Context: an optimization exercise on an open-source flow, tuned for small area. The choices shown serve that exercise and are no tape-out recipe.
The RTL was checked by simulation tests, not by an equivalence proof against the original design.

Design game6, start of the top module:
module game6 (
    input wire mode,
    input wire CLK,
    input wire rst,
    input wire [1:0] BTN_LR,
    input wire [9:0] i_x,
    input wire [8:0] i_y,
    input wire i_animate,
    output wire [3:0] VGA_R,
    output wire [3:0] VGA_G,
    output wire [3:0] VGA_B,
    output wire endgame,
    output wire [8:0] score,
    output wire win
    );
Size in the first run: ~820 cells after synthesis, about 48 I/O pins.
==> flow/config.mk <==
export PLATFORM = sky130hd
export DESIGN_NAME = game6
export DESIGN_NICKNAME = game6
export VERILOG_FILES = /design/flow/design.v
export SDC_FILE = /design/flow/constraint.sdc
export NUM_CORES = 4
export LEC_CHECK = 0
export CAP_MARGIN = 0
export CORE_MARGIN = 2
export CORE_UTILIZATION = 40
export CTS_BUF_LIST = sky130_fd_sc_hd__clkbuf_8
export GPL_TIMING_DRIVEN = 0
export SLEW_MARGIN = 0
export SYNTH_HIERARCHICAL = 1
==> flow/constraint.sdc <==
create_clock -name core_clock -period 16.0 [get_ports {CLK}]
set_input_delay 3.2000 -clock core_clock [delete_from_list [all_inputs] [get_ports {CLK}]]
set_output_delay 3.2000 -clock core_clock [all_outputs]
set_load 0.01 [all_outputs]
standard.sh (not shown) runs the stock make flow with config.mk's settings and CLKGATE_MAP_FILE= SYNTH_SCRIPT=/design/flow/synth_recipe.tcl, a recipe that flattens the netlist after the stock synthesis.
==> flow/flow/run.sh <==
#!/bin/bash
# Layout flow: the standard layout (standard.sh) with these changes:
#  - the synthesis maps the logic with an area-oriented ABC script
#    (abc_area.script here) in place of ORFS's delay-oriented abc_speed.script;
#  - the synthesis adds no buffers between outputs that carry the same signal
#    (placement still gives every output port a buffer of its own);
#  - placement gives every input and output port a buf_1 buffer;
#  - clock tree synthesis adds no dummy loads to balance the tree's leaves.
# The synthesis is otherwise ORFS's with the standard flow's own script (synth_recipe.tcl),
# so the registers, their names and cells are those of the standard synthesis.
set -euo pipefail
W=$(pwd)
rm -rf "$W/scripts_area"
cp -r "$FLOW_HOME/scripts" "$W/scripts_area"
cp "$W/flow/abc_area.script" "$W/scripts_area/abc_speed.script"
bash "$W/standard.sh" SCRIPTS_DIR="$W/scripts_area" SYNTH_INSBUF=0 synth > "$W/synth.log" 2>&1
bash "$W/standard.sh" "BUFFER_PORTS_ARGS=-buffer_cell sky130_fd_sc_hd__buf_1" \
    "CTS_ARGS=-sink_clustering_enable -repair_clock_nets -buf_list sky130_fd_sc_hd__clkbuf_8 -dont_use_dummy_load" \
    > "$W/layout.log" 2>&1
==> flow/flow/abc_area.script <==
&get -n
&st
&syn2
&dc2
&syn2
&dch -f
&nf -R 1000 -p
&st
&syn2
&dc2
&syn2
&dch -f
&nf -R 1000 -p
&put
topo
The baseline finished with timing, DRC and antenna clean.
==> next run, changes <==
--- a/flow/design.v
+++ b/flow/design.v
@@ -94,12 +94,13 @@
     wire dy250 = ((i_y[8] | (i_y[7] & (i_y[6] & (i_y[5] & (i_y[4] & (i_y[3] | (i_y[2] | (i_y[1] | i_y[0])))))))) & ~(i_y[8] & (i_y[7] | (i_y[6] | (i_y[5] | (i_y[4] | (i_y[3] | i_y[2])))))));
     wire dy275 = ((i_y[8] & (i_y[7] | (i_y[6] | (i_y[5] | (i_y[4] | (i_y[3] & (i_y[2] | i_y[1]))))))) & ~(i_y[8] & (i_y[7] | (i_y[6] | (i_y[5] | (i_y[4] & (i_y[3] & (i_y[2] & (i_y[1] | i_y[0])))))))));
     wire dy300 = ((i_y[8] & (i_y[7] | (i_y[6] | (i_y[5] & (i_y[4] | (i_y[3] | (i_y[2] | (i_y[1] & i_y[0])))))))) & ~(i_y[8] & (i_y[7] | (i_y[6] | (i_y[5] & (i_y[4] & (i_y[3] | (i_y[2] & i_y[1]))))))));
     wire [21:0] hxs, hys, bpix;
     reg [21:0] an;
     wire [21:0] a = ~an;
+    reg [21:0] h;
     wire [21:0] zs, ze;
     assign zs[0] = sx104 & ry150;
     assign ze[0] = cx104 & ey150;
     assign bpix[0] = a[0] & dx104 & dy150;
     assign zs[1] = sx320 & ry150;
     assign ze[1] = cx320 & ey150;
@@ -161,29 +162,22 @@
     assign zs[20] = sx212 & ry225;
     assign ze[20] = cx212 & ey225;
     assign bpix[20] = a[20] & dx212 & dy225;
     assign zs[21] = sx428 & ry225;
     assign ze[21] = cx428 & ey225;
     assign bpix[21] = a[21] & dx428 & dy225;
-    wire [4:0] es = {|{zs[15], zs[16], zs[17], zs[18], zs[19], zs[20], zs[21]}, |{zs[7], zs[8], zs[9], zs[10], zs[11], zs[12], zs[13], zs[14]}, |{zs[3], zs[4], zs[5], zs[6], zs[11], zs[12], zs[13], zs[14], zs[19], zs[20], zs[21]}, |{zs[1], zs[2], zs[5], zs[6], zs[9], zs[10], zs[13], zs[14], zs[17], zs[18], zs[21]}, |{zs[0], zs[2], zs[4], zs[6], zs[8], zs[10], zs[12], zs[14], zs[16], zs[18], zs[20]}};
-    wire [4:0] ee = {|{ze[15], ze[16], ze[17], ze[18], ze[19], ze[20], ze[21]}, |{ze[7], ze[8], ze[9], ze[10], ze[11], ze[12], ze[13], ze[14]}, |{ze[3], ze[4], ze[5], ze[6], ze[11], ze[12], ze[13], ze[14], ze[19], ze[20], ze[21]}, |{ze[1], ze[2], ze[5], ze[6], ze[9], ze[10], ze[13], ze[14], ze[17], ze[18], ze[21]}, |{ze[0], ze[2], ze[4], ze[6], ze[8], ze[10], ze[12], ze[14], ze[16], ze[18], ze[20]}};
-    wire [21:0] a_n = rst ? {22{1'b1}} : (a | {22{~mode}}) & ~(zs | ze);
-    reg [4:0] ks, ke;    
-    wire in_s = (es == ks) | (es == ke);     
-    wire in_e = (ee == ks) | (ee == ke);
-    wire hxn = (|zs) & (~mode | ((|(zs & a)) & ~in_s));
-    wire hyn = (|ze) & (~mode | ((|(ze & a)) & ~in_e));
+    wire hxn = |hxs, hyn = |hys;
+    wire [21:0] z = zs | ze;
+    wire [21:0] g = {22{~mode}} | (a & ~h);
+    assign hxs = zs & g;
+    assign hys = ze & g;
+    wire [21:0] a_n = rst ? {22{1'b1}} : (a | {22{~mode}}) & ~z;
+    wire [21:0] h_n = rst ? {22{1'b0}} : mode ? h : (z | (h & {22{~cs}}));
     always @(posedge CLK) begin
         an <= ~a_n;
-        if (rst) begin
-            ks <= 5'd0;
-            ke <= 5'd0;
-        end else if (~mode & cs) begin
-            ks <= es;
-            ke <= ee;
-        end
+        h <= h_n;
     end
     always @(posedge CLK)
     if (rst) begin
         cs <= 1'b0;
         hx <= 1'b0;
         hy <= 1'b0;
Effect:
- The new run ran to the end with no violations
- synthesized area rose by 1.4%
- worst setup slack gains 0.025 ns
- global-route usage fell by 0.68 points
- clock-buffer cell count stays the same
- design area rose by 2.3%
- hold slack gains 0.0058 ns
- utilization rose by 0.68 points

-- re-timing with driven ports --
Ports are ideal in the flow. The routed layouts listed here were re-timed in OpenROAD.
Step 1: set_driving_cell puts a clkbuf_16 on CLK and a buf_2 on each other input, an assumption about the parent block.
Step 2 also shifts input and output timing later by t, the mid clock arrival at the registers, as if the neighbouring blocks saw the same clock.
a / b / c = no drivers / after step 1 / after step 2; a / b = the first two.
run | shift t [ns] | slack for setup (ns) | pins driven straight from the clock port
the first run | 0.413 | 7.620 / 7.638 / 7.225 | 1
the second run | 0.401 | 7.644 / 7.637 / 7.259 | 1
After both steps setup and hold are still met in every run listed. For the first run, which loses most, drivers alone change the setup slack by +0.018 ns; drivers and shift together by -0.395 ns.
